This is an optimization exercise on Yosys and OpenROAD, whose aim is small area, a short achievable clock period and few clock cycles per item, not a production implementation.
Where RTL was checked, it was by simulation tests only, not by an equivalence proof against the original.
Only the layout flow was run in run 2; the RTL was not checked for function there.

## flow/design.v (module list and top-level ports; edited modules follow where they fit)
// module vs4x400_core: 1804 lines
module vs4x400_core (
    input clk, input reset,
    input start_search,
    input [9:0] vector_count,
    input [7:0] dim_size,
    output reg [11:0] mem_addr,
    input signed [63:0] mem_data,
    output [31:0] max_score,
    output reg [7:0] winner_id,
    output reg busy
);
  // ...
==> flow/flow/run.sh <==
#!/bin/bash
# The standard layout (standard synthesis unchanged), with two changes to how the layout is
# made: every port still gets a buffer, but outputs get buf_4 and inputs buf_1 instead of the
# delay buffer buffer_ports picks by default; and the resizer's repair aims for setup slack
# below the clock period. Each tool's output is in orfs/logs; make's output in standard.log.
set -euo pipefail
here=$(pwd)
bash standard.sh \
  PRE_GLOBAL_PLACE_TCL="$here/flow/ports.tcl" \
  BUFFER_PORTS_ARGS="-inputs -buffer_cell sky130_fd_sc_hd__buf_1" \
  SETUP_SLACK_MARGIN=11.7 \
  finish > standard.log 2>&1
==> flow/flow/ports.tcl <==
# Sourced before global placement (PRE_GLOBAL_PLACE_TCL): buffer the outputs with buf_4;
# the flow's own buffer_ports call (BUFFER_PORTS_ARGS) then buffers the inputs with buf_1.
buffer_ports -outputs -buffer_cell sky130_fd_sc_hd__buf_4
==> flow/standard.sh <==
#!/bin/bash
# synth_recipe.tcl (not shown) runs the flow's synth.tcl, then flattens the netlist and writes it again
# the make line also repeats each setting of config.mk as NAME=value (left out here)
make -C /OpenROAD-flow-scripts/flow DESIGN_CONFIG=/design/flow/config.mk WORK_HOME=/design/flow/orfs CLKGATE_MAP_FILE= SYNTH_SCRIPT=/design/flow/synth_recipe.tcl "${@:-finish}"
==> flow/config.mk <==
export PLATFORM = sky130hd
export DESIGN_NAME = vs4x400_core
export DESIGN_NICKNAME = vs4x400_core
export VERILOG_FILES = /design/flow/design.v
export SDC_FILE = /design/flow/constraint.sdc
export NUM_CORES = 4
export LEC_CHECK = 0
export CAP_MARGIN = 20
export CORE_MARGIN = 2
export CORE_UTILIZATION = 40
export CTS_BUF_LIST = sky130_fd_sc_hd__clkbuf_8
export CTS_CLUSTER_SIZE = 25
export SLEW_MARGIN = 20
==> flow/constraint.sdc <==
create_clock -name core_clock -period 16.0 [get_ports {clk}]
set_input_delay 3.2000 -clock core_clock [delete_from_list [all_inputs] [get_ports {clk}]]
set_output_delay 3.2000 -clock core_clock [all_outputs]
set_load 0.01 [all_outputs]
==> impl_metrics.toml, run 1 <==
[sta]
finalHoldViolations = 0
maxSlewViolCount = 0
layout_min_cycle_time_ns = 4.34
setup_slack_ns = 11.66
setup_viol = 0
rsz0062_at_grt = "true"

[synth]
yosys-top-cells-area = "fa_1 37%, dfxtp_1 16%, dfrtp_1 6.9%, and2_1 5.8%, inv_1 5.6%"
netlist_instances = 1313
avgSynthCellArea_um2 = 10.7
ys_async_sr_fraction = 0.283
synthSimpleGateAreaFrac = 0.159
synthMuxAreaShare = 0.0150
synth_top_area_frac = 0.368

[critical_path]
crit_end = "max_score[23]"
worstPathRequired_ns = 12.80
path_depth = 0
crit_fanout = 11

[layout]
n_all_inverters = 210
largest-register = "d1"
drive_gt1_frac = 0.178
largest_class = "multi-input gates"
final_nets = 1825
fillers = 3293

[run]
drv_cap = 0

[clock_network]
cts_resized = 133
postCtsSetupBuffers = 13
clockRootBuffer = "clkbuf_8"
ctsHoldBuffers = 0

[worst_hold_path]
whs_path_depth = 0
min_to = "f1$_DFF_P_"

[grt]
grt_pass1_vias = 10000

[run_status]
outcome = "finished clean"

[floorplanning]
die_h_um = 191
Testbench counts, summed over its fixed seeds: cycles 76,099, words 75,811.
==> run 2, diff against run 1 <==
--- a/flow/design.v
+++ b/flow/design.v
@@ -7,37 +7,34 @@
     input signed [63:0] mem_data,
     output [31:0] max_score,
     output reg [7:0] winner_id,
     output reg busy
 );
     reg fetch;             
     reg first;             
     reg [4:0] krem;        
-    reg [8:0] vrem;        
     wire last_word = (krem == 5'd1);
-    wire last_vec = (vrem == 9'd1);
+    wire done;             
     always @(posedge clk or posedge reset) begin
         if (reset) begin
             fetch <= 1'b0;
             mem_addr <= 12'd0;
         end else begin
-            fetch <= start_search | (fetch & ~(last_word & last_vec));
+            fetch <= start_search | (fetch & ~done);
             mem_addr <= fetch ? mem_addr + 12'd1 : 12'd0;
         end
     end
     always @(posedge clk) begin
         krem <= (~fetch | last_word) ? dim_size[7:3] : krem - 5'd1;
-        vrem <= ~fetch ? vector_count[8:0] : (last_word ? vrem - 9'd1 : vrem);
         first <= ~fetch | last_word;
     end
     reg [63:0] d1;
     reg f1;                
     reg l1;                
-    reg e1;                
     reg [21:0] acc_s, acc_c;
     wire [21:0] as_q = f1 ? 22'd0 : acc_s;
     wire [21:0] ac_q = f1 ? 22'd0 : acc_c;
     wire pp1;
     wire pp2;
     wire pp3;
     wire pp4;
     wire pp5;
@@ -1750,55 +1747,49 @@
     assign c271 = (c268 & s270) | (c269 & (c268 ^ s270));
     assign s272 = 1'b1 ^ as_q[21] ^ ac_q[21];
     assign c272 = (1'b1 & as_q[21]) | (ac_q[21] & (1'b1 ^ as_q[21]));
     assign s273 = c270 ^ s272 ^ c271;
     assign c273 = (c270 & s272) | (c271 & (c270 ^ s272));
     wire [21:0] acc_s_d = {s273, s271, s269, s267, s265, s263, c257, s257, c237, c221, c201, c177, c150, c121, c92, s92, s67, s46, s29, s16, s6, s1};
     wire [21:0] acc_c_d = {1'b0, 1'b0, c267, 1'b0, 1'b0, c261, s261, c249, s249, s237, s221, s201, s177, s150, s121, 1'b0, 1'b0, 1'b0, 1'b0, 1'b0, s7, s2};
     always @(posedge clk or posedge reset) begin
-        if (reset) begin
+        if (reset)
             l1 <= 1'b0;
-            e1 <= 1'b0;
-        end else begin
-            l1 <= fetch & last_word;
-            e1 <= fetch & last_word & last_vec;
-        end
+        else
+            l1 <= fetch & last_word & ~done;
     end
     always @(posedge clk) begin
         d1 <= mem_data;
         f1 <= first;
         acc_s <= acc_s_d;
         acc_c <= acc_c_d;
     end
     reg d2;                
-    reg e2;                
-    reg firstv;            
     reg [7:0] vid;         
     reg [21:0] best;
     reg best31;
+    wire [8:0] vid_next = {1'b0, vid} + 9'd1;
+    assign done = d2 & (vid_next == vector_count[8:0]);
     wire signed [21:0] score = acc_s + acc_c;
-    wire take = d2 & (firstv | (score > $signed(best)));
+    wire take = d2 & ((vid == 8'd0) | (score > $signed(best)));
     always @(posedge clk or posedge reset) begin
         if (reset) begin
             d2 <= 1'b0;
-            e2 <= 1'b0;
             busy <= 1'b0;
             best <= 22'd1;
             best31 <= 1'b1;
             winner_id <= 8'hFF;
         end else begin
-            d2 <= l1;
-            e2 <= e1;
-            busy <= start_search | (busy & ~e2);
+            d2 <= l1 & ~done;
+            busy <= start_search | (busy & ~done);
             if (take) begin
                 best <= score;
                 best31 <= score[21];
                 winner_id <= vid;
             end
         end
     end
     always @(posedge clk) begin
-        firstv <= ~busy | (firstv & ~d2);
-        vid <= ~busy ? 8'd0 : vid + {7'd0, d2};
+        vid <= ~busy ? 8'd0 : (d2 ? vid_next[7:0] : vid);
     end
     assign max_score = {best31, {9{best[21]}}, best};
 endmodule
==> flow/flow/run.sh (replaced) <==
#!/bin/bash
# The standard layout (standard synthesis unchanged), with two changes to how the layout is
# made: every port still gets a buffer, but outputs get buf_4 and inputs buf_1 instead of the
# delay buffer buffer_ports picks by default (flow/ports.tcl); and the resizer's repair aims for setup slack
# below the clock period. Each tool's output is in orfs/logs; make's output in standard.log.
set -euo pipefail
here=$(pwd)
bash standard.sh \
  PRE_GLOBAL_PLACE_TCL="$here/flow/ports.tcl" \
  SETUP_SLACK_MARGIN=11.7 \
  finish > standard.log 2>&1
==> flow/flow/ports.tcl (replaced) <==
# Sourced before global placement (PRE_GLOBAL_PLACE_TCL). global_place.tcl then calls
# buffer_ports; this wraps it so that every port still gets a buffer, but inputs get buf_1 and
# outputs buf_4 instead of the delay buffer buffer_ports picks by default.
rename buffer_ports my_std_buffer_ports
proc buffer_ports {args} {
  my_std_buffer_ports -inputs -buffer_cell sky130_fd_sc_hd__buf_1
  my_std_buffer_ports -outputs -buffer_cell sky130_fd_sc_hd__buf_4
}
==> flow/config.mk (replaced) <==
export PLATFORM = sky130hd
export DESIGN_NAME = vs4x400_core
export DESIGN_NICKNAME = vs4x400_core
export VERILOG_FILES = /design/flow/design.v
export SDC_FILE = /design/flow/constraint.sdc
export NUM_CORES = 4
export LEC_CHECK = 0
export CAP_MARGIN = 20
export CORE_MARGIN = 2
export CORE_UTILIZATION = 55
export SLEW_MARGIN = 20
==> impl_metrics.toml, run 2 <==
[run_status]
outcome = "finished clean"

[clock_network]
clock_latency_ns = 0.44
clockRootBuffer = "clkbuf_16"
htree_levels = 4
numClockSinks = 161
clkSlewWorstSetupHoldPaths_ns = 0.08
cts_buffer_depth = 2
cts_tree = "yes"
numCtsBuffers = 17

[synth]
synth_top_family_by_area = "adder cells"
yosys-top-cells-area = "fa_1 38%, dfxtp_1 17%, dfrtp_1 6.7%, inv_1 5.8%, and2_1 5.8%"
synth_seq_area_share = 0.252
synthSimpleGateAreaFrac = 0.151
ys.flop_type = "dfxtp_1"
ys_async_sr_fraction = 0.292
synth_fp_nets = 1665
syn_area_mm2 = 0.0138
avgSynthCellArea_um2 = 10.8
synth_compound_area_frac = 0.0426
synth_area_leader_cell = "fa_1"
netlist_instances = 1271
ys_types = 58
synthMuxAreaShare = 0.0346
synth-seq-cells = 161
yosysWarnings = 1
yosys-top-cells-count = "258 x fa_1, 214 x inv_1, 161 x nand2_1"
synth_edf_count = 0
yosys.area_share.adder = 0.421
synth-xor-area-share = 0.0286
synth_top_area_frac = 0.375
synth_most_common_cell = "fa_1"

[placed_design]
dp_hpwl_um = 25800
gp_congestion = 0.864
dp_cells = 1703
numPortBuffers = 133
post-place-ws_ns = 10.82

[layout]
fin_cells = 1786
final_cell_mix = "203 x inv_1, 188 x fa_1, 157 x nand2_1"
largest-register = "d1"
drive_gt1_frac = 0.259
antenna_cells = 0
largest_reg_flops = 64
final_common_cell = "inv_1"
final_core_util = 0.674
syn_to_final_growth_pct = 19.7
reg_top3 = "d1: 64 flops, acc_s: 22 flops, best: 22 flops"
final_nets = 1843

[critical_path]
worstPathRequired_ns = 16.33
endpoint_kind = "register"
crit_fanout = 8
startpoint_type = "register"
critical_path_class = "register to register"
reg2regPathDepth = 10
worstPathArrival_ns = 4.70

[grt]
grt_pass1_wl_um = 53900
grt_overflow = 0
grt_max_degree = 48
antenna_found_initial = 0
grt_pass1_vias = 10000
grt_usage = 0.272

[floorplanning]
top_level_ports = 138
initial_core_util = 0.563
die_h_um = 162
dieArea_mm2 = 0.0263
rows = 57
core_area_mm2 = 0.0245
die_w_um = 162

[drt]
wire_per_inst_um = 18.6
final_antenna_net_count = 0
drt_wl_total_um = 33300
vias = 9208
drt_iter0_drc = 474
drc = 0
dr.pass1.iters = 5
routed_via_density = 5.16

[worst_hold_path]
whs_path_depth = 0
hold_path_class = "register to register"

[sta]
layout_min_cycle_time_ns = 4.38
maxSlewViolCount = 0
setup_slack_ns = 11.62
relSlewSlack = 0.426
setup_viol = 0
tightest_slew_ns = 0.860
tns_ns = 0
finalHoldViolations = 0
min_period_over_period = 0.274
fmaxAchievable_mhz = 228
rsz0062_at_grt = "true"
fin_skew_ns = 0.0166

[run]
drv_cap = 0
-- run 2: changes by cell type after synthesis, sizes merged, moves of 5 or more --
cell    change
edfxtp      -9
mux2i       +6
nand3      -20
mux2       +13
a21boi      -5
a21oi       -8
o31ai       -7
xnor2      +11
o21ai      -12
nor2       -14
nor3        -5
-- run 2: area by class of cell --
cell class / instances / area (µm²)
Sequential cell: 161 / 3690
Tap cell: 324 / 405
Timing Repair Buffer: 185 / 1210
Clock inverter: 15 / 166
Inverter: 214 / 805
Clock buffer: 17 / 425
Fill cell: 1978 / 7970
Multi-Input combinational cell: 870 / 9790
-- run 2: final timing paths --
| path | from | end | slack (ns) |
|---|---|---|---|
| max reg2reg | d1[0]$_DFF_P_ | acc_c[10]$_DFF_P_ | 11.62 |
| min | first$_DFF_P_ | f1$_DFF_P_ | 0.34 |
| max | d1[0]$_DFF_P_ | acc_c[10]$_DFF_P_ | 11.62 |
| max in group asynchronous | reset | busy$_DFF_PP0_ | 12.55 |
| min reg2reg | first$_DFF_P_ | f1$_DFF_P_ | 0.34 |
| min in group asynchronous | reset | mem_addr[10]$_DFF_PP0_ | 2.88 |
-- run 2: kinds of logic (layout without fill, tap and decap cells) --
kind of cell,Yosys count,count (layout)
AND/OR/NAND/NOR,402,402
adder cells (fa/ha/maj),309,309
buffers and inverters,240,431
flip-flops,161,161
AO/OA/AOI/OAI,80,80
XOR/XNOR,45,45
multiplexers,34,34
-- run 2: routing by layer --
layer | vias to the layer above | wire, µm | global-route usage
met2 | 212 | 16600 | 0.447
met4 | 0 | 641 | 0.0796
met5 | - | 0 | 0
li1 | 4233 | - | -
met1 | 4721 | 14600 | 0.382
met3 | 42 | 1380 | 0.0345
-- run 2: through the flow --
stage	cell area (µm²)	hold slack, ns
3_3_place_gp	14800	0.311
4_1_cts	15900	0.329
5_1_grt	16500	0.344
3_5_place_dp	14800	0.312
6_report	16500	0.342
2_1_floorplan	13800	0.310
-- run 2: timing repair --
action,in CTS,in global routing
hold buffers,0,0
pin swaps,18,59
gates cloned,0,0
endpoints found under the setup margin,70,68
resized for setup,153,112
buffers inserted,28,23
-- run 2: critical path, cell delays in order, from the launching register on --
cell and delay (ns):
dfxtp_4 0.38, and2_4 0.15, fa_2 0.60, fa_2 0.46, fa_2 0.38, fa_2 0.47
fa_2 0.41, fa_1 0.53, fa_2 0.38, fa_1 0.49, inv_1 0.04

port drivers added, routing unchanged:
How much do the figures lean on ideal ports? The routed layouts below were timed once more, with nothing changed but the port constraints.
Step 1 sets driving cells, clkbuf_16 on the clock port and buf_2 on the other inputs (assumed; they add their load-dependent delay and slew).
Step 2 moves the port delays by t, midway between the first and last clock arrival at a register: inputs arrive t later, outputs are due t later. That takes back most of the time a late clock gives input paths.
Three values: ideal ports, drivers, drivers and shift; two values: the first two.
run	t (ns)	slack for setup (ns)	worst setup path at the end	worst data-port slew with drivers (ns)
run 1	0.544	11.658 / 11.613 / 11.661	register to register	0.04
run 2	0.480	11.623 / 11.588 / 11.423	input to register	0.05
After both steps setup and hold are still met in every run listed. The setup slack of run 2, which loses most, moves by -0.035 ns with the drivers and by -0.200 ns with both steps.
